From an optimization exercise on the open Yosys and OpenROAD flow, aimed at small area; shortcuts taken in it are not production practice.
At most, simulation tests tie the RTL to the original design; equivalence was not proved.
Only the layout flow was run in runs 1 and 2; the RTL was not checked for function there.
In every run shown here, the design's own scripts or RTL, not TritonCTS, make the clock network.
The clock port is modelled as an ideal driver, which makes a skipped or thinned clock tree look cheaper than it is; a real chip needs a root buffer or a tree.

`design.v`:
```
`timescale 1ns / 1ps
module topTM1638(input clk_50M,
input wire rst,
output wire clk,
output wire stb,
output reg dio,
input wire [7:0] gio,
input wire [7:0] phut,
input wire [7:0] giay
);
reg [8:0] a;
reg [7:0] h, m, s;
wire tail = a[8] & ~a[7] & ~a[6] & ~a[5];    
wire cs0  = tail & a[4] & a[2];              
wire hi   = a[8] & a[7];                     
wire [8:0] t;
assign t[0] = 1'b1;
genvar i;
generate for (i = 1; i < 9; i = i + 1) begin : carry
  assign t[i] = t[i-1] & a[i-1];
end endgenerate
wire [8:0] inc = a ^ t;
always @(posedge clk_50M) begin
  a[8] <= rst | inc[8];
  a[7] <= ~rst & (cs0 | inc[7]);
  a[6] <= ~rst & (cs0 | inc[6]);
  a[5] <= ~rst & inc[5];
  a[4] <= rst | inc[4];
  a[3] <= ~rst & (cs0 | inc[3]);
  a[2] <= rst | inc[2];
  a[1] <= ~rst & (cs0 | inc[1]);
  a[0] <= rst | (~cs0 & ~a[0]);
end
wire [2:0] d = a[7:5];      
wire [2:0] b = a[3:1];      
wire [7:0] v = (d[2] ~^ d[1]) ? (d[2] ? s : h) : m;    
wire tens  = (d == 3'd0) | (d == 3'd3) | (d == 3'd6);
wire blank = (d == 3'd2) | (d == 3'd5);
function [3:0] add3(input [3:0] x);
  add3 = (x > 4'd4) ? x + 4'd3 : x;
endfunction
wire [3:0] c1 = add3({1'b0, v[7:5]});
wire [3:0] c2 = add3({c1[2:0], v[4]});
wire [3:0] c3 = add3({c2[2:0], v[3]});
wire [3:0] c4 = add3({c3[2:0], v[2]});
wire [3:0] c5 = add3({c4[2:0], v[1]});
wire [3:0] c6 = add3({1'b0, c1[3], c2[3], c3[3]});
wire [3:0] c7 = add3({c6[2:0], c4[3]});
wire [3:0] g = tens ? {c7[2:0], c5[3]} : {c5[2:0], v[0]};
wire [6:0] seg;
assign seg[0] = g[3] | g[1] | (g[2] ~^ g[0]);
assign seg[1] = ~g[2] | (g[1] ~^ g[0]);
assign seg[2] = g[2] | ~g[1] | g[0];
assign seg[3] = g[3] | (~g[0] & ~(g[2] & ~g[1])) | (g[0] & (g[1] ^ g[2]));
assign seg[4] = ~g[0] & (~g[2] | g[1]);
assign seg[5] = (~g[1] & ~g[0]) | (g[2] & ~g[1]) | (g[2] & ~g[0]) | g[3];
assign seg[6] = g[3] | (g[2] ^ g[1]) | (g[1] & ~g[0]);
wire segbit  = ~blank & (b != 3'd7) & seg[b];
wire databit = a[4] ? (b == 3'd0) : segbit;
wire cmd_t = a[4] ? ~(a[2] & a[0]) : (a[3] ? (~a[2] & ~a[1]) : (a[2] | a[1]));
wire cmd_h = a[4] ? (a[5] & a[3] & a[2]) : (a[3] & ~a[2] & a[1]);
wire cmdbit = a[7] ? cmd_h : cmd_t;
always @(posedge clk_50M) begin
  if (tail) begin
    h <= gio; m <= phut; s <= giay;
  end
  if (rst) dio <= 1'b0;
  else dio <= a[8] ? cmdbit : databit;
end
assign stb = (tail & ((~a[4] & ~a[3] & ~a[2] & ~a[1] & a[0]) | (a[4] & (a[2] | (a[1] & a[0])))))
           | (hi & ~a[4] & a[3] & a[2] & a[1] & a[0]);
assign clk = ~a[0] | stb;
endmodule
```
`flow/run.sh`:
```
#!/bin/bash
# Own layout flow: the standard ORFS flow (standard.sh), changed only in
#  - synthesis: the standard flow's synthesis script, but ABC maps the logic with an
#    area-oriented script (flow/abc.script) and Yosys's adder extraction is off
#    (half-adder cells would hide the logic from ABC);
#  - port buffers: the smallest buffer, sky130_fd_sc_hd__buf_1;
#  - clock tree: one clock buffer drives all registers (flow/cts_pre.tcl);
#  - power recovery (downsizing of non-critical gates) after global routing.
# Each step's full output goes to a log file in this folder.
set -euo pipefail
W=$PWD
{
  head -n 1 "$W/synth_recipe.tcl"
  echo 'proc abc {args} { set i [lsearch -exact $args -script]; if {$i >= 0} { lset args [expr {$i + 1}] $::env(MY_ABC_SCRIPT) }; yosys abc {*}$args }'
  tail -n +2 "$W/synth_recipe.tcl"
} > "$W/my_synth.tcl"
sed -e "s#$W/synth_recipe.tcl#$W/my_synth.tcl#" "$W/standard.sh" > "$W/my_standard.sh"
export MY_ABC_SCRIPT="$W/flow/abc.script"
export ADDER_MAP_FILE=
export BUFFER_PORTS_ARGS="-buffer_cell sky130_fd_sc_hd__buf_1"
export PRE_CTS_TCL="$W/flow/cts_pre.tcl"
export CLOCK_BUFFER=sky130_fd_sc_hd__buf_12
export CLOCK_BUFFERS=1
export RECOVER_POWER=100
bash "$W/my_standard.sh" synth > "$W/log_synth.txt" 2>&1
bash "$W/my_standard.sh" finish > "$W/log_finish.txt" 2>&1
```
`flow/abc.script`:
```
strash; &get -n; &deepsyn -T 60; &dch -f; &nf -R 1000; &put
```
`flow/cts_pre.tcl`:
```
# Sourced before ORFS's clock tree synthesis (PRE_CTS_TCL): the design has few
# registers, so CLOCK_BUFFERS clock buffers of type CLOCK_BUFFER, each driving
# one group of registers (split by x position) from its centre, take the place
# of the clock tree, and clock_tree_synthesis is skipped. The clock port
# drives only these buffers.
set block [ord::get_db_block]
set master [[ord::get_db] findMaster $::env(CLOCK_BUFFER)]
set nbuf $::env(CLOCK_BUFFERS)
set clknet [$block findNet clk_50M]
set sinks {}
foreach it [$clknet getITerms] {
  set box [[$it getInst] getBBox]
  lappend sinks [list [expr {([$box xMin] + [$box xMax]) / 2}] [expr {([$box yMin] + [$box yMax]) / 2}] $it]
}
set sinks [lsort -integer -index 0 $sinks]
set n [llength $sinks]
for {set k 0} {$k < $nbuf} {incr k} {
  set group [lrange $sinks [expr {$k * $n / $nbuf}] [expr {($k + 1) * $n / $nbuf - 1}]]
  set inst [odb::dbInst_create $block $master clkbuf_${k}_clk_50M]
  set net [odb::dbNet_create $block clknet_${k}_clk_50M]
  $net setSigType CLOCK
  set sx 0
  set sy 0
  foreach s $group {
    set sx [expr {$sx + [lindex $s 0]}]
    set sy [expr {$sy + [lindex $s 1]}]
    set it [lindex $s 2]
    $it disconnect
    $it connect $net
  }
  [$inst findITerm A] connect $clknet
  [$inst findITerm X] connect $net
  $inst setLocation [expr {$sx / [llength $group]}] [expr {$sy / [llength $group]}]
  $inst setPlacementStatus PLACED
  puts "clock buffer [$inst getName] ([$master getName]) drives [llength $group] clock pins"
}
proc clock_tree_synthesis {args} {
  puts "clock_tree_synthesis skipped: clock buffers placed by cts_pre.tcl"
}
```
`standard.sh`:
```
#!/bin/bash
# synth_recipe.tcl (not shown) runs the flow's synth.tcl, then flattens the netlist and writes it again
# the make line also repeats each setting of config.mk as NAME=value (left out here)
make -C /OpenROAD-flow-scripts/flow DESIGN_CONFIG=/design/flow/config.mk WORK_HOME=/design/flow/orfs CLKGATE_MAP_FILE= SYNTH_SCRIPT=/design/flow/synth_recipe.tcl "${@:-finish}"
```
`config.mk`:
```
export PLATFORM = sky130hd
export DESIGN_NAME = topTM1638
export DESIGN_NICKNAME = topTM1638
export VERILOG_FILES = /design/flow/design.v
export SDC_FILE = /design/flow/constraint.sdc
export NUM_CORES = 4
export LEC_CHECK = 0
export CAP_MARGIN = 20
export CORE_MARGIN = 2
export CORE_UTILIZATION = 40
export PLACE_DENSITY = 0.6
export SLEW_MARGIN = 20
```
`constraint.sdc`:
```
create_clock -name core_clock -period 10.0 [get_ports {clk_50M}]
set_input_delay 2.0000 -clock core_clock [delete_from_list [all_inputs] [get_ports {clk_50M}]]
set_output_delay 2.0000 -clock core_clock [all_outputs]
set_load 0.01 [all_outputs]
```
==> flow_results.org, run 1 <==
** Status
- Result of the run :: no timing/DRC/antenna violations

** Drt
- The count of nets left with antenna violations once routing finished came out at 0.
- First DRT Iteration DRCs :: 116
- The final layout contains routed wiring with a total length of 3690 µm.
- Via density per instance :: 5.76
- Post-route DRC :: 0
- First-pass iteration count of the detailed router :: 4
- Dividing the detail-routed wire length by the instance count gives 14.3 µm.
- DR vias :: 1485

** Finish
- The library cell used most frequently in the layout, excluding fill and tap cells, is buf_1.
- Combined area of the multi-input logic cells :: 805 µm²
- Footprint of the flip-flops and latches :: 921 µm²
- The final layout contains 236 nets.
- 0 antenna diodes ended up in the layout.
- Counting the fill cells in the layout gives 403.
- Share of post-route cells with drive strength above 1 :: 0.481%
- Area added between synthesis and finish :: 11.0%
- Most frequent cells in the layout :: 27 x buf_1, 24 x edfxtp_1, 22 x nor2_1, 21 x nand2_1, 20 x a21oi_1
- Utilization after layout :: 47.2%

** Floorplanning
- Starting Density :: 42.5%
- For this design the top-level I/O count stands at 29.
- The die covers 4880 µm².
- From bottom edge to top edge, the die measures 69.9 µm.
- X dimension of the die :: 69.9 µm
- Standard-cell row count :: 23
- Total core area :: 4090 µm²

** Critical path
- STA classifies the critical path startpoint as a flip-flop.
- STA puts the critical path data arrival time at 4.87 ns.
- On the worst path, the slowest cell contributes a delay of 0.56 ns.
- Kind of cell adding the most delay to the critical path :: compound AO/OA/AOI/OAI gates
- Cell repeated most along the worst path :: nor2_1
- Depth of the most critical reg-to-reg path :: 18
- Capturing point of the worst reg2reg path :: dio$_SDFF_PP0_
- The startpoint identified for the worst register-to-register timing path is a[6]$_DFF_P_.
- Crit path max fanout :: 11
- Slowest CP cell :: nor2_1
- Critical Path RT :: 10.03 ns
- Worst reg2reg setup slack :: 5.16 ns
- Crit path capture type :: flip-flop
- Number of buffers and inverters on the critical path :: 0
- Walking the worst path, the cells encountered are nor2_1 > nor2_1 > a21oi_1 > nand2b_1 > nand2_1 > nand2_1 > nor2_1 > a22oi_1 > a21boi_0 > nor2_1 > o31ai_1 > or4b_1 > o211ai_1 > a31oi_1 > o21ai_0 > o21ai_0 > o311ai_0 > a221oi_1.
- Category of the critical setup timing path :: reg2reg

** Synth
- Post-synth top area share :: 41.5%
- Register bit total from synthesis :: 34
- In the synthesized netlist, the number of instances is 178.
- Share of synthesized area occupied by flip-flops and latches :: 53.0%
- In the synthesized netlist, mux cells make up 0% of the area.
- Summing the areas of all compound-gate instances in the mapped netlist gives 24.6% of the synthesized area.
- Yosys synthesis warning count :: 1
- Area of the mapped netlist :: 1740 µm²
- After synthesis, the netlist uses 36 different library cells.
- In this run the mean area of a mapped cell was 9.76 µm².
- Adder-cell share of the synthesized area :: 0%
- The number of nets handed over by synthesis was 204.
- By area, the combinational part of the netlist is dominated by compound AO/OA/AOI/OAI gates.
- After Yosys synthesis, XOR and XNOR cells account for 3.03% of the synthesized area.
- Post-synthesis cell type with the largest combined area :: edfxtp_1
- Largest cells by area after synthesis :: edfxtp_1 41%, dfxtp_1 12%, a21oi_1 5.8%
- Summing the areas of all and, or, nand and nor instances in the mapped netlist gives 18.7% of the synthesized area.

** Placed design
- Routability-driven placement finished with a final weighted congestion of 0.867.
- Before CTS, the worst setup slack after placement is 5.22 ns.
- Detailed placement finished with a half-perimeter wire length of 2840 µm.
- Input and output buffers added on the ports amount to 28.

** STA
- Setup repair after global routing left no endpoint under its margin.
- The final critical path takes up 48.4% of the cycle.
- Minimum hold slack :: 0.562 ns
- Max-slew violations :: 0
- The number of hold violations in the final report is 0.
- Worst Setup Slack, final :: 5.16 ns
- Setup violations remaining at the end of the flow were counted as 0.
- The clock period could shrink to 4.84 ns.
- Fmax :: 207 MHz
- Measured against its own limit, the worst slew margin works out to 12.9%.
- After routing, the total negative slack on setup checks comes to 0 ns.
- At the pin with the least slew margin, the transition time is 1.31 ns.
- For the final database, setup skew stands at 0.00667 ns.

** Clocking
- In this run, post-CTS repair resized a total of 0 instances.
- Hold buffer count at cts :: 0
- The later pin in the worst-skew pair is clocked with a latency of 0.15 ns.
- Post-CTS Setup Inserts :: 0
- After clock tree synthesis, the clock-pin slew on the worst setup and hold paths is 0.12 ns.

** Global routing
- Entering global routing, the biggest net connects 35 pins.
- Total track usage :: 15.1%
- The number of antenna violations at the first check in global routing came to 0.
- Via count of the first global-routing pass :: 1419
- First-pass GRT wire length :: 6330 µm
- After global routing the overflow that remains totals 0.

** Worst hold path
- Hold_sp :: a[8]$_DFF_P_
- HP Class :: reg2reg
- The worst hold path terminates at a[8]$_DFF_P_.
- Along the worst hold path, the cell count comes to 2.

** Job
- Max-cap violations in this run came to 0.
[metal layers]
layer,global-route usage [%],vias to the layer above,wire length (µm)
met1,22.0,703,1780
li1,-,747,-
met2,25.9,31,1730
met3,0.722,4,136
met4,1.28,0,37
met5,0,-,0
[worst max path at each step]
stage,slack (ns),to,from,cells after the start
4_1_cts,5.21,dio$_SDFF_PP0_,a[6]$_DFF_P_,18
5_1_grt,4.49,dio$_SDFF_PP0_,a[7]$_DFF_P_,18
2_1_floorplan,5.89,clk,a[6]$_DFF_P_,5
3_5_place_dp,5.22,dio$_SDFF_PP0_,a[6]$_DFF_P_,18
6_report,5.16,dio$_SDFF_PP0_,a[6]$_DFF_P_,18
3_3_place_gp,5.54,dio$_SDFF_PP0_,a[6]$_DFF_P_,18
[cells in the mapped netlist]
master and number:
edfxtp_1 24, nor2_1 22, nand2_1 21, a21oi_1 20, dfxtp_1 10, o21ai_0 10, a31oi_1 6, a22o_1 5
and3_1 5, nand2b_1 5, nor3_1 5, xnor2_1 5, a221oi_1 4, nand3_1 4, clkinv_1 3, nor2b_1 3
a211oi_1 2, a221o_1 2, a22oi_1 2, and2_0 2, o211ai_1 2, o21bai_1 2, a2111oi_0 1, a21boi_0 1
a21o_1 1, a311oi_1 1, a31o_1 1, nor3b_1 1, o221ai_1 1, o22a_1 1, o22ai_1 1, o311ai_0 1
o31ai_1 1, or2_0 1, or4b_1 1, xor2_1 1
[final cells by class]
| type | count | area share (%) |
|---|---|---|
| buffer | 1 | 1.04 |
| inverter | 3 | 0.584 |
| multi-input combinational | 141 | 41.7 |
| sequential | 34 | 47.8 |
| tap | 50 | 3.24 |
| timing repair buffer | 29 | 5.65 |
[state kept, by name, indices dropped and copies added (netlist names)]
| name | count |
|---|---|
| a | 9 |
| dio | 1 |
| h | 8 |
| m | 8 |
| s | 8 |
[tightest hold or removal path: cells and delay by family, from the launching register on]
family / cells / cell delay (ns)
AND/OR/NAND/NOR: 1 / 0.05
flip-flops: 1 / 0.38
AO/OA/AOI/OAI: 1 / 0.10
[through the flow]
stage | instance area [µm²] | cells
detailed placement | 1910 | 257
finish | 1930 | 258
global route | 1930 | 258
floorplan | 1740 | 178
CTS | 1930 | 258
global placement | 1910 | 257
[kinds of logic (layout without fill, tap and decap cells)]
group	after synthesis	after routing
compound gates	65	65
xor+xnor	6	6
buf+inv	3	33
flops	34	34
simple gates	70	70
==> run 2: changes to the inputs <==
--- a/design.v
+++ b/design.v
@@ -30,5 +30,5 @@
   a[2] <= rst | inc[2];
   a[1] <= ~rst & (cs0 | inc[1]);
-  a[0] <= rst | (~cs0 & ~a[0]);
+  a[0] <= ~rst & ~cs0 & ~a[0];
 end
 wire [2:0] d = a[7:5];      
@@ -37,15 +37,5 @@
 wire tens  = (d == 3'd0) | (d == 3'd3) | (d == 3'd6);
 wire blank = (d == 3'd2) | (d == 3'd5);
-function [3:0] add3(input [3:0] x);
-  add3 = (x > 4'd4) ? x + 4'd3 : x;
-endfunction
-wire [3:0] c1 = add3({1'b0, v[7:5]});
-wire [3:0] c2 = add3({c1[2:0], v[4]});
-wire [3:0] c3 = add3({c2[2:0], v[3]});
-wire [3:0] c4 = add3({c3[2:0], v[2]});
-wire [3:0] c5 = add3({c4[2:0], v[1]});
-wire [3:0] c6 = add3({1'b0, c1[3], c2[3], c3[3]});
-wire [3:0] c7 = add3({c6[2:0], c4[3]});
-wire [3:0] g = tens ? {c7[2:0], c5[3]} : {c5[2:0], v[0]};
+wire [3:0] g = tens ? (v / 8'd10) % 8'd10 : v % 8'd10;
 wire [6:0] seg;
 assign seg[0] = g[3] | g[1] | (g[2] ~^ g[0]);
@@ -58,5 +48,5 @@
 wire segbit  = ~blank & (b != 3'd7) & seg[b];
 wire databit = a[4] ? (b == 3'd0) : segbit;
-wire cmd_t = a[4] ? ~(a[2] & a[0]) : (a[3] ? (~a[2] & ~a[1]) : (a[2] | a[1]));
+wire cmd_t = a[4] | (a[3] ? (~a[2] & ~a[1]) : (a[2] | a[1]));
 wire cmd_h = a[4] ? (a[5] & a[3] & a[2]) : (a[3] & ~a[2] & a[1]);
 wire cmdbit = a[7] ? cmd_h : cmd_t;
@@ -66,5 +56,5 @@
   end
   if (rst) dio <= 1'b0;
-  else dio <= a[8] ? cmdbit : databit;
+  else if (!cs0) dio <= a[8] ? cmdbit : databit;
 end
 assign stb = (tail & ((~a[4] & ~a[3] & ~a[2] & ~a[1] & a[0]) | (a[4] & (a[2] | (a[1] & a[0])))))
==> flow_results.org, run 2 <==
** Critical path
- The data required time of the worst path is 10.07 ns (was 10.03 ns).
- The critical path's top delay family is compound AO/OA/AOI/OAI gates (unchanged).
- The sort of element at the start of the critical path was a flip-flop (unchanged).
- The cell at the slowest stage of the critical path is a222oi_1 (was nor2_1).
- Worst-path cell chain: or2_0 > nand2_1 > o21ai_0 > nand2_1 > nor2_1 > o21ai_0 > o22ai_1 > a21oi_1 > nor2_1 > nor2_1 > a31o_1 > a222oi_1 > nor3_1 > a21oi_1 > nand2_1 > a221oi_1 > a221oi_1 > nor4_1 (was nor2_1 > nor2_1 > a21oi_1 > nand2b_1 > nand2_1 > nand2_1 > nor2_1 > a22oi_1 > a21boi_0 > nor2_1 > o31ai_1 > or4b_1 > o211ai_1 > a31oi_1 > o21ai_0 > o21ai_0 > o311ai_0 > a221oi_1).
- Crit path arrival time :: 5.03 ns (was 4.87 ns)
- Number of buffers and inverters on the critical path :: 0 (unchanged)
- Worst path max stage delay :: 0.54 ns (was 0.56 ns)
- Endpoint of the worst setup timing path :: dio$_SDFFE_PP0N_ (was dio$_SDFF_PP0_)
- Category of the critical setup timing path :: reg2reg (unchanged)
- The critical path depth was 18 (unchanged).
- Crit Reg-Reg Startpoint :: a[6]$_DFF_P_ (unchanged)
- Capturing point of the worst reg2reg path :: dio$_SDFFE_PP0N_ (was dio$_SDFF_PP0_)
- Depth of the most critical reg-to-reg path :: 18 (unchanged)
- The highest fanout seen on the critical path is 10 (was 11).
- Crit path capture type :: flip-flop (unchanged)
- CP startpoint :: a[6]$_DFF_P_ (unchanged)
- Worst reg2reg setup slack :: 5.05 ns (was 5.16 ns)

** Synth
- Largest cells by area after synthesis :: edfxtp_1 43%, dfxtp_1 12%, nor2_1 5.3% (was edfxtp_1 41%, dfxtp_1 12%, a21oi_1 5.8%)
- The multiplexer share of the synthesized area is 0.664% (was 0%).
- Combinational family with the most area after synthesis :: compound AO/OA/AOI/OAI gates (unchanged)
- The fraction of registers with async set/reset came to 0% (unchanged).
- Area share of xor/xnor cells in the synthesized design :: 2.07% (was 3.03%)
- The cell count after synthesis was 172 (was 178).
- The compound-gate portion of the synthesized area is 23.8% (was 24.6%).
- The post-synthesis share of cell area spent on and, or, nand and nor gates is 18.5% (was 18.7%).
- The total of flip-flops plus latches after synthesis came to 34 (unchanged).
- The share of the synthesized area in the top cell type is 42.5% (was 41.5%).
- The number of warnings printed during yosys synthesis was 1 (unchanged).
- Mapped Nets :: 198 (was 204)
- Top_reg_cell synth :: edfxtp_1 (unchanged)
- Post-synthesis cell type with the largest combined area :: edfxtp_1 (unchanged)
- Distinct cells, synth :: 34 (was 36)
- Share of synthesized area occupied by flip-flops and latches :: 54.3% (was 53.0%)
- The post-synthesis instance area was 1700 µm² (was 1740 µm²).
- Number of synthesized flops with an enable pin :: 24 (unchanged)
- Adder-cell share of the synthesized area :: 0% (unchanged)
- Commonest cells in the netlist :: 24 x edfxtp_1, 24 x nor2_1, 16 x a21oi_1, 14 x nand2_1, 13 x o21ai_0 (was 24 x edfxtp_1, 22 x nor2_1, 21 x nand2_1, 20 x a21oi_1)
- Post-Syn Area per Cell :: 9.86 µm² (was 9.76 µm²)

** Global routing
- The number of global-route vias before repair is 1307 (was 1419).
- Total track usage :: 14.7% (was 15.1%)
- The largest net degree at the start of global routing came to 35 (unchanged).
- The wire length of the first global-routing pass was 6110 µm (was 6330 µm).
- The total congestion overflow after global routing came to 0 (unchanged).
- Antenna violations before repair :: 0 (unchanged)

** Drt
- First DRT Iteration DRCs :: 85 (was 116)
- Post-route DRC :: 0 (unchanged)
- The routed wire length is 3520 µm (was 3690 µm).
- Via density per instance :: 5.51 (was 5.76)
- Routed WL per cell :: 14.0 µm (was 14.3 µm)
- The total via count after detailed routing was 1389 (was 1485).
- The first-pass detailed-route iteration total is 4 (unchanged).
- The final antenna-violating net count was 0 (unchanged).

** Floorplanning
- Die span in y :: 69.1 µm (was 69.9 µm)
- Starting Density :: 42.1% (was 42.5%)
- The die area came to 4780 µm² (was 4880 µm²).
- Standard-cell row count :: 23 (unchanged)
- Total core area :: 4030 µm² (was 4090 µm²)
- X dimension of the die :: 69.1 µm (was 69.9 µm)
- I/O pin count :: 29 (unchanged)

** Clocking
- Post-CTS Setup Inserts :: 0 (unchanged)
- Hold buffer count at cts :: 0 (unchanged)
- Number of cells upsized or downsized after cts :: 0 (unchanged)
- Worst-Skew Late Latency :: 0.15 ns (about the same)
- The clock edge transition at the registers on the reported setup and hold paths is 0.12 ns (about the same).

** Placed design
- The number of buffers added on ports is 28 (unchanged).
- Final RePlAce weighted congestion :: 0.763 (was 0.867)
- Post-place setup slack :: 5.20 ns (was 5.22 ns)
- The half-perimeter wire length after detailed placement came to 2700 µm (was 2840 µm).

** Job
- The count of maximum capacitance violations came to 0 (unchanged).

** STA
- Endpoints failing setup :: 0 (unchanged)
- Worst Setup Slack, final :: 5.05 ns (was 5.16 ns)
- Crit share post-route :: 49.5% (was 48.4%)
- Shortest clock period the worst path allows after layout :: 4.95 ns (was 4.84 ns)
- Unrepaired setup endpoints after global routing: no (unchanged).
- The accumulated negative setup slack was 0 ns (unchanged).
- Worst relative slew slack :: 10.1% (was 12.9%)
- Hold Violations, Final :: 0 (unchanged)
- The worst setup skew after layout is 0.00550 ns (was 0.00667 ns).
- The transition at the pin with the smallest max-transition slack is 1.35 ns (was 1.31 ns).
- The upper clock frequency limit came to 202 MHz (was 207 MHz).
- Max-slew violations :: 0 (unchanged)

** Finish
- Register with the most flip-flops :: a (unchanged)
- Most common cell after layout, fill and taps aside :: buf_1 (unchanged)
- The number of nets at the end of the flow came to 230 (was 236).
- The count of inserted antenna diode cells came to 0 (unchanged).
- The filler cell count was 402 (was 403).
- The fraction of final layout cells with drive strength greater than 1 came to 0.495% (was 0.481%).
- The layout overhead on the synthesized area is 11.3% (was 11.0%).
- Utilization after layout :: 46.8% (was 47.2%)
- Most frequent cells in the layout: 27 x buf_1, 24 x nor2_1, 24 x edfxtp_1, 16 x a21oi_1, 14 x nand2_1 (was 27 x buf_1, 24 x edfxtp_1, 22 x nor2_1, 21 x nand2_1, 20 x a21oi_1).
- The number of flip-flops in the largest register came to 9 (unchanged).

** Worst hold path
- The worst min-delay path category is reg2reg (unchanged).

** Status
- Result of the run: no timing/DRC/antenna violations (unchanged).
run 2: final cells by class:
type                            instances  area, µm²  share of cell area (%)
Tap cell                               50       62.6                    3.32
Buffer                                  1       20.0                    1.06
Multi-Input combinational cell        135        763                    40.5
Inverter                                3       11.3                   0.597
Sequential cell                        34        921                    48.8
Timing Repair Buffer                   29        109                    5.77
run 2: routing by layer:
metal	part of all wire [%]	vias to the layer above	global-route usage, %
met5	0	-	0
met1	50	638	21.7
met4	0.68	0	0.871
met2	47	27	25.3
li1	-	720	-
met3	2.4	4	0.585
run 2: metrics by stage:
stage | hold WS, ns | area (µm²) | instances
floorplan | 0.487 | 1700 | 172
global placement | 0.497 | 1870 | 251
detailed placement | 0.497 | 1870 | 251
CTS | 0.496 | 1890 | 252
global route | 0.540 | 1890 | 252
finish | 0.505 | 1890 | 252
run 2: worst min-delay path by stage:
| stage | from | endpoint | slack [ns] | depth (start not counted) |
|---|---|---|---|---|
| after detailed placement | dio$_SDFFE_PP0N_ | dio$_SDFFE_PP0N_ | 0.50 | 2 |
| final | dio$_SDFFE_PP0N_ | dio$_SDFFE_PP0N_ | 0.50 | 2 |
| after global placement | dio$_SDFFE_PP0N_ | dio$_SDFFE_PP0N_ | 0.50 | 2 |
| after CTS | dio$_SDFFE_PP0N_ | dio$_SDFFE_PP0N_ | 0.50 | 2 |
| after global routing | dio$_SDFFE_PP0N_ | dio$_SDFFE_PP0N_ | 0.54 | 2 |
| after floorplan | a[8]$_DFF_P_ | a[8]$_DFF_P_ | 0.49 | 1 |
run 2: worst register-to-register path: stages, from the launching register on:
cell	delay (ns)
dfxtp_1	0.52
or2_0	0.46
nand2_1	0.27
o21ai_0	0.48
nand2_1	0.21
nor2_1	0.30
o21ai_0	0.19
o22ai_1	0.29
a21oi_1	0.11
nor2_1	0.15
nor2_1	0.05
a31o_1	0.19
a222oi_1	0.54
nor3_1	0.13
a21oi_1	0.19
nand2_1	0.09
a221oi_1	0.32
a221oi_1	0.12
nor4_1	0.25
run 2: kinds of logic after synthesis:
group,Yosys count
flip-flops,34
buffers and inverters,3
XOR/XNOR,4
AND/OR/NAND/NOR,68
multiplexers,1
AO/OA/AOI/OAI,62
==> run 3: changes to the inputs <==
--- a/design.v
+++ b/design.v
@@ -37,5 +37,15 @@
 wire tens  = (d == 3'd0) | (d == 3'd3) | (d == 3'd6);
 wire blank = (d == 3'd2) | (d == 3'd5);
-wire [3:0] g = tens ? (v / 8'd10) % 8'd10 : v % 8'd10;
+function [3:0] add3(input [3:0] x);
+  add3 = (x > 4'd4) ? x + 4'd3 : x;
+endfunction
+wire [3:0] c1 = add3({1'b0, v[7:5]});
+wire [3:0] c2 = add3({c1[2:0], v[4]});
+wire [3:0] c3 = add3({c2[2:0], v[3]});
+wire [3:0] c4 = add3({c3[2:0], v[2]});
+wire [3:0] c5 = add3({c4[2:0], v[1]});
+wire [3:0] c6 = add3({1'b0, c1[3], c2[3], c3[3]});
+wire [3:0] c7 = add3({c6[2:0], c4[3]});
+wire [3:0] g = tens ? {c7[2:0], c5[3]} : {c5[2:0], v[0]};
 wire [6:0] seg;
 assign seg[0] = g[3] | g[1] | (g[2] ~^ g[0]);
--- a/flow/run.sh
+++ b/flow/run.sh
@@ -2,6 +2,8 @@
 # Own layout flow: the standard ORFS flow (standard.sh), changed only in
 #  - synthesis: the standard flow's synthesis script, but ABC maps the logic with an
-#    area-oriented script (flow/abc.script) and Yosys's adder extraction is off
-#    (half-adder cells would hide the logic from ABC);
+#    area-oriented script (flow/abc.script: deepsyn, area mapping, then
+#    don't-care-based resubstitution with mfs3) and Yosys's adder extraction
+#    is off (half-adder cells would hide the logic from ABC); should that ABC
+#    run fail, synthesis runs again with flow/abc_safe.script (no mfs3);
 #  - port buffers: the smallest buffer, sky130_fd_sc_hd__buf_1;
 #  - clock tree: one clock buffer drives all registers (flow/cts_pre.tcl);
@@ -23,4 +25,7 @@
 export CLOCK_BUFFERS=1
 export RECOVER_POWER=100
-bash "$W/my_standard.sh" synth > "$W/log_synth.txt" 2>&1
+if ! bash "$W/my_standard.sh" synth > "$W/log_synth.txt" 2>&1; then
+  export MY_ABC_SCRIPT="$W/flow/abc_safe.script"
+  bash "$W/my_standard.sh" synth > "$W/log_synth_safe.txt" 2>&1
+fi
 bash "$W/my_standard.sh" finish > "$W/log_finish.txt" 2>&1
==> flow/abc.script (replaced) <==
strash; &get -n; &deepsyn -T 60; &dch -f; &nf -R 1000; &put; mfs3 -aez -H 8 -R 4 -K 8; mfs3 -aerz -H 8 -K 8; mfs3 -aez -H 8 -R 4 -K 8; mfs3 -aerz -H 8 -K 8; topo
==> flow/abc_safe.script (new file) <==
strash; &get -n; &deepsyn -T 60; &dch -f; &nf -R 1000; &put
==> flow_results.org, run 3 <==
** Synth
- The number of nets produced by synthesis is 196 (was 198).
- The share of the synthesized area in the top cell type came to 43.7% (was 42.5%).
- The number of warnings printed during yosys synthesis is 1 (unchanged).
- The multiplexer share of the synthesized area was 0.683% (was 0.664%).
- Top-count cell post-synth :: nor2_1
- The fraction of the mapped netlist area in adder cells is 0% (unchanged).
- Post-synthesis cell type with the largest combined area :: edfxtp_1 (unchanged)
- Combinational family with the most area after synthesis :: compound AO/OA/AOI/OAI gates (unchanged)
- The share of the synthesized netlist area taken by xor and xnor gates came to 3.19% (was 2.07%).
- Share of synthesized area occupied by flip-flops and latches :: 55.8% (was 54.3%)
- The number of enable flip-flop cells after synthesis is 24 (unchanged).
- The post-synthesis share of cell area spent on and, or, nand and nor gates is 17.7% (was 18.5%).
- Largest cells by area after synthesis :: edfxtp_1 44%, dfxtp_1 12%, nor2_1 6.4% (was edfxtp_1 43%, dfxtp_1 12%, nor2_1 5.3%)
- The average instance area after synthesis was 9.70 µm² (was 9.86 µm²).
- Compound-cell area share of the yosys netlist :: 22.2% (was 23.8%)
- The fraction of registers with async set/reset came to 0% (unchanged).
- Number of standard cells after synthesis :: 170 (was 172)
- The count of distinct cell types in the synthesized netlist was 33 (was 34).
- Top_reg_cell synth :: edfxtp_1 (unchanged)
- Commonest cells in the netlist :: 28 x nor2_1, 24 x edfxtp_1, 21 x nand2_1, 18 x a21oi_1, 16 x o21ai_0 (was 24 x edfxtp_1, 24 x nor2_1, 16 x a21oi_1, 14 x nand2_1, 13 x o21ai_0)
- The total of flip-flops plus latches after synthesis came to 34 (unchanged).
- Area of the mapped netlist :: 1650 µm² (was 1700 µm²)

** STA
- Fmax :: 212 MHz (was 202 MHz)
- Sum of negative setup slack :: 0 ns (unchanged)
- The worst relative slew slack is 14.5% (was 10.1%).
- Shortest clock period the worst path allows after layout :: 4.73 ns (was 4.95 ns)
- The final clock period utilization by the worst path came to 47.3% (was 49.5%).
- The final number of setup-violating endpoints is 0 (unchanged).
- Max-slew violations :: 0 (unchanged)
- Worst-case clock skew :: 0.00832 ns (was 0.00550 ns)
- Unrepaired setup endpoints after global routing: no (unchanged).
- The final critical-path setup slack is 5.27 ns (was 5.05 ns).
- The number of hold violations in the final report came to 0 (unchanged).
- The transition at the pin with the smallest max-transition slack was 1.28 ns (was 1.35 ns).

** Critical path
- Depth of the most critical reg-to-reg path :: 20 (was 18)
- Slowest CP cell :: a311oi_1 (was a222oi_1)
- The endpoint of the most critical register-to-register path is dio$_SDFFE_PP0N_ (unchanged).
- Category of the critical setup timing path :: reg2reg (unchanged)
- The setup slack of the worst register-to-register path was 5.27 ns (was 5.05 ns).
- The highest fanout seen on the critical path is 10 (unchanged).
- Number of buffers and inverters on the critical path :: 1 (was 0)
- Worst path max stage delay :: 0.48 ns (was 0.54 ns)
- Worst-path cell chain: or2_0 > nand2_1 > o21ai_0 > clkinv_1 > o21ai_0 > nand2_1 > nand2_1 > nand2_1 > a21oi_1 > nor3_1 > a211oi_1 > nor2_1 > a21oi_1 > nor2_1 > a311oi_1 > mux2_1 > o21ai_0 > a21oi_1 > a211oi_1 > nor3_1 (was or2_0 > nand2_1 > o21ai_0 > nand2_1 > nor2_1 > o21ai_0 > o22ai_1 > a21oi_1 > nor2_1 > nor2_1 > a31o_1 > a222oi_1 > nor3_1 > a21oi_1 > nand2_1 > a221oi_1 > a221oi_1 > nor4_1).
- Number of cells on the critical path :: 20 (was 18)
- The data required time of the worst path is 10.03 ns (was 10.07 ns).
- Crit path capture type :: flip-flop (unchanged)
- Crit path arrival time :: 4.76 ns (was 5.03 ns)
- Cell repeated most along the worst path :: nand2_1
- The start point of the critical path is a[7]$_DFF_P_ (was a[6]$_DFF_P_).
- The sort of element at the start of the critical path is a flip-flop (unchanged).
- The timing endpoint of the critical path is dio$_SDFFE_PP0N_ (unchanged).
- The startpoint of the most critical register-to-register path was a[7]$_DFF_P_ (was a[6]$_DFF_P_).
- The critical path's top delay family was compound AO/OA/AOI/OAI gates (unchanged).

** Clocking
- The clock insertion delay at the later pin of the skew report was 0.15 ns (about the same).
- Number of cells upsized or downsized after cts :: 0 (unchanged)
- Clock transition at path regs :: 0.12 ns (about the same)
- Post-CTS Setup Inserts :: 0 (unchanged)
- Hold buffer count at cts :: 0 (unchanged)

** Finish
- The fraction of final layout cells with drive strength greater than 1 came to 0.500% (was 0.495%).
- Most frequent cells in the layout :: 28 x nor2_1, 27 x buf_1, 24 x edfxtp_1, 21 x nand2_1, 18 x a21oi_1 (was 27 x buf_1, 24 x nor2_1, 24 x edfxtp_1, 16 x a21oi_1, 14 x nand2_1)
- Footprint of the flip-flops and latches :: 921 µm² (unchanged)
- The register with the most flip-flops is a (unchanged).
- Combined area of the multi-input logic cells :: 721 µm² (was 763 µm²)
- Number of non-filler instances in the completed layout :: 250 (was 252)
- The count of inserted antenna diode cells is 0 (unchanged).
- Final nets :: 228 (was 230)
- The layout overhead on the synthesized area came to 11.6% (was 11.3%).
- Finished Cell Area :: 1840 µm² (was 1890 µm²)
- The number of flip-flops in the largest register is 9 (unchanged).
- The commonest non-fill, non-tap cell in the layout is nor2_1 (was buf_1).
- The filler cell count is 382 (was 402).

** Global routing
- The met3 layer usage reported by global route was 1.15% (was 0.585%).
- The wire length of the first global-routing pass came to 5570 µm (was 6110 µm).
- The number of antenna violations at the first check in global routing is 0 (unchanged).
- The most used routing layer is met2 (unchanged).
- The overall track demand over capacity in global routing was 15.2% (was 14.7%).
- Aggregate global routing overflow :: 0 (unchanged)
- The number of global-route vias before repair came to 1193 (was 1307).
- The largest net degree at the start of global routing was 35 (unchanged).
- The global-route track usage on met2 came to 26.2% (was 25.3%).
- The met1 global-route usage came to 21.9% (was 21.7%).

** Drt
- The detailed-route vias per instance is 5.61 (was 5.51).
- DR vias :: 1402 (was 1389)
- Final Routed Wirelength :: 3440 µm (was 3520 µm)
- The per-cell routed wire length came to 13.7 µm (was 14.0 µm).
- First-pass iteration count of the detailed router :: 4 (unchanged)
- Antenna Violating Nets Remaining :: 0 (unchanged)
- The remaining design rule violation count was 0 (unchanged).
- First DRT Iteration DRCs :: 109 (was 85)

** Status
- Result of the run :: no timing/DRC/antenna violations (unchanged)

** Placed design
- The final weighted congestion in routability-driven placement came to 0.915 (was 0.763).
- DP Wirelength :: 2620 µm (was 2700 µm)
- The number of cells in the design after placement was 249 (was 251).
- The worst setup slack after placement was 5.27 ns (was 5.20 ns).
- The standard cell area after detailed placement came to 1830 µm² (was 1870 µm²).
- PortBufs :: 28 (unchanged)

** Floorplanning
- The number of I/O pins was 29 (unchanged).
- DIE AREA :: 4650 µm² (was 4780 µm²)
- X dimension of the die :: 68.2 µm (was 69.1 µm)
- Standard-cell row count :: 23 (unchanged)
- The core footprint came to 3970 µm² (was 4030 µm²).
- The die outline height is 68.2 µm (was 69.1 µm).
- Starting Density :: 41.5% (was 42.1%)

** Job
- Number of max-cap violations :: 0 (unchanged)

** Worst hold path
- The worst min-delay path category is reg2reg (unchanged).
[run 3: changes by cell type in the layout (fill, tap and decap cells not counted), moves of 3 or more]
cell	previous run	this run
nand2_1	14	21
nand2b_1	6	2
nor2_1	24	28
and2_0	3	0
o21ai_0	13	16
[run 3: kinds of logic (layout without fill, tap and decap cells)]
kind of cell	after synthesis	after routing
DFF	34	34
xor gates and xnor gates	6	6
and+or+nand+nor	68	68
buffers and inverters	2	32
muxes	1	1
AOI/OAI and AO/OA	59	59
[run 3: final cells by class]
| cell class | instances | share of cell area, % |
|---|---|---|
| Tap cell | 50 | 3.40 |
| Sequential cell | 34 | 50.0 |
| Buffer | 1 | 1.09 |
| Timing Repair Buffer | 29 | 5.91 |
| Multi-Input combinational cell | 134 | 39.2 |
| Inverter | 2 | 0.408 |
[run 3: worst register-to-register path, cell delays in order (launching register included)]
cell and delay (ns):
dfxtp_1 0.46, or2_0 0.47, nand2_1 0.30, o21ai_0 0.39, clkinv_1 0.19, o21ai_0 0.19, nand2_1 0.09, nand2_1 0.12
nand2_1 0.06, a21oi_1 0.20, nor3_1 0.09, a211oi_1 0.34, nor2_1 0.13, a21oi_1 0.14, nor2_1 0.06, a311oi_1 0.48
mux2_1 0.37, o21ai_0 0.14, a21oi_1 0.09, a211oi_1 0.21, nor3_1 0.07
[run 3: how the worst min path moves through the flow]
stage,from,endpoint,slack [ns],cells after the start
floorplan,a[8]$_DFF_P_,a[8]$_DFF_P_,0.48,2
global placement,a[8]$_DFF_P_,a[8]$_DFF_P_,0.54,2
detailed placement,a[8]$_DFF_P_,a[8]$_DFF_P_,0.55,2
CTS,a[8]$_DFF_P_,a[8]$_DFF_P_,0.54,2
global route,dio$_SDFFE_PP0N_,dio$_SDFFE_PP0N_,0.61,2
finish,a[8]$_DFF_P_,a[8]$_DFF_P_,0.56,2
[run 3: routing by layer]
layer	part of all wire (%)	wire length, µm	vias up
met1	45	1560	657
met3	5.8	198	2
met2	48	1650	45
li1	-	-	698
met4	0.79	27	0
met5	0	0	-
[run 3: stage by stage]
| stage | hold slack (ns) | utilization [%] |
|---|---|---|
| floorplan | 0.482 | - |
| global route | 0.613 | 46.3 |
| detailed placement | 0.545 | 46.1 |
| CTS | 0.545 | 46.6 |
| global placement | 0.538 | 46.1 |
| finish | 0.563 | 46.3 |

[separate check: timing with driven ports]
Ports are ideal in the flow. The routed layouts listed here were re-timed in OpenROAD.
Step 1 (the two cells are an assumption about what drives the block):
set clk [get_ports {clk_50M}]
set_driving_cell -lib_cell sky130_fd_sc_hd__clkbuf_16 $clk
set_driving_cell -lib_cell sky130_fd_sc_hd__buf_2 [delete_from_list [all_inputs] $clk]
Step 2 moves the port delays by t, midway between the first and last clock arrival at a register: inputs arrive t later, outputs are due t later. That takes back most of the time a late clock gives input paths.
Three values: ideal, step 1, step 2; two values: the first two.
run	t (ns)	setup slack, ns	worst slew at a driven data input, ns
run 1	0.180	5.158 / 5.158 / 5.158	0.03
run 2	0.178	5.046 / 5.045 / 5.045	0.03
run 3	0.180	5.274 / 5.274 / 5.274	0.03
After both steps every run listed still meets setup and hold. The setup slack of run 2, which loses most, moves by -0.001 ns with the drivers and by -0.001 ns with both steps.
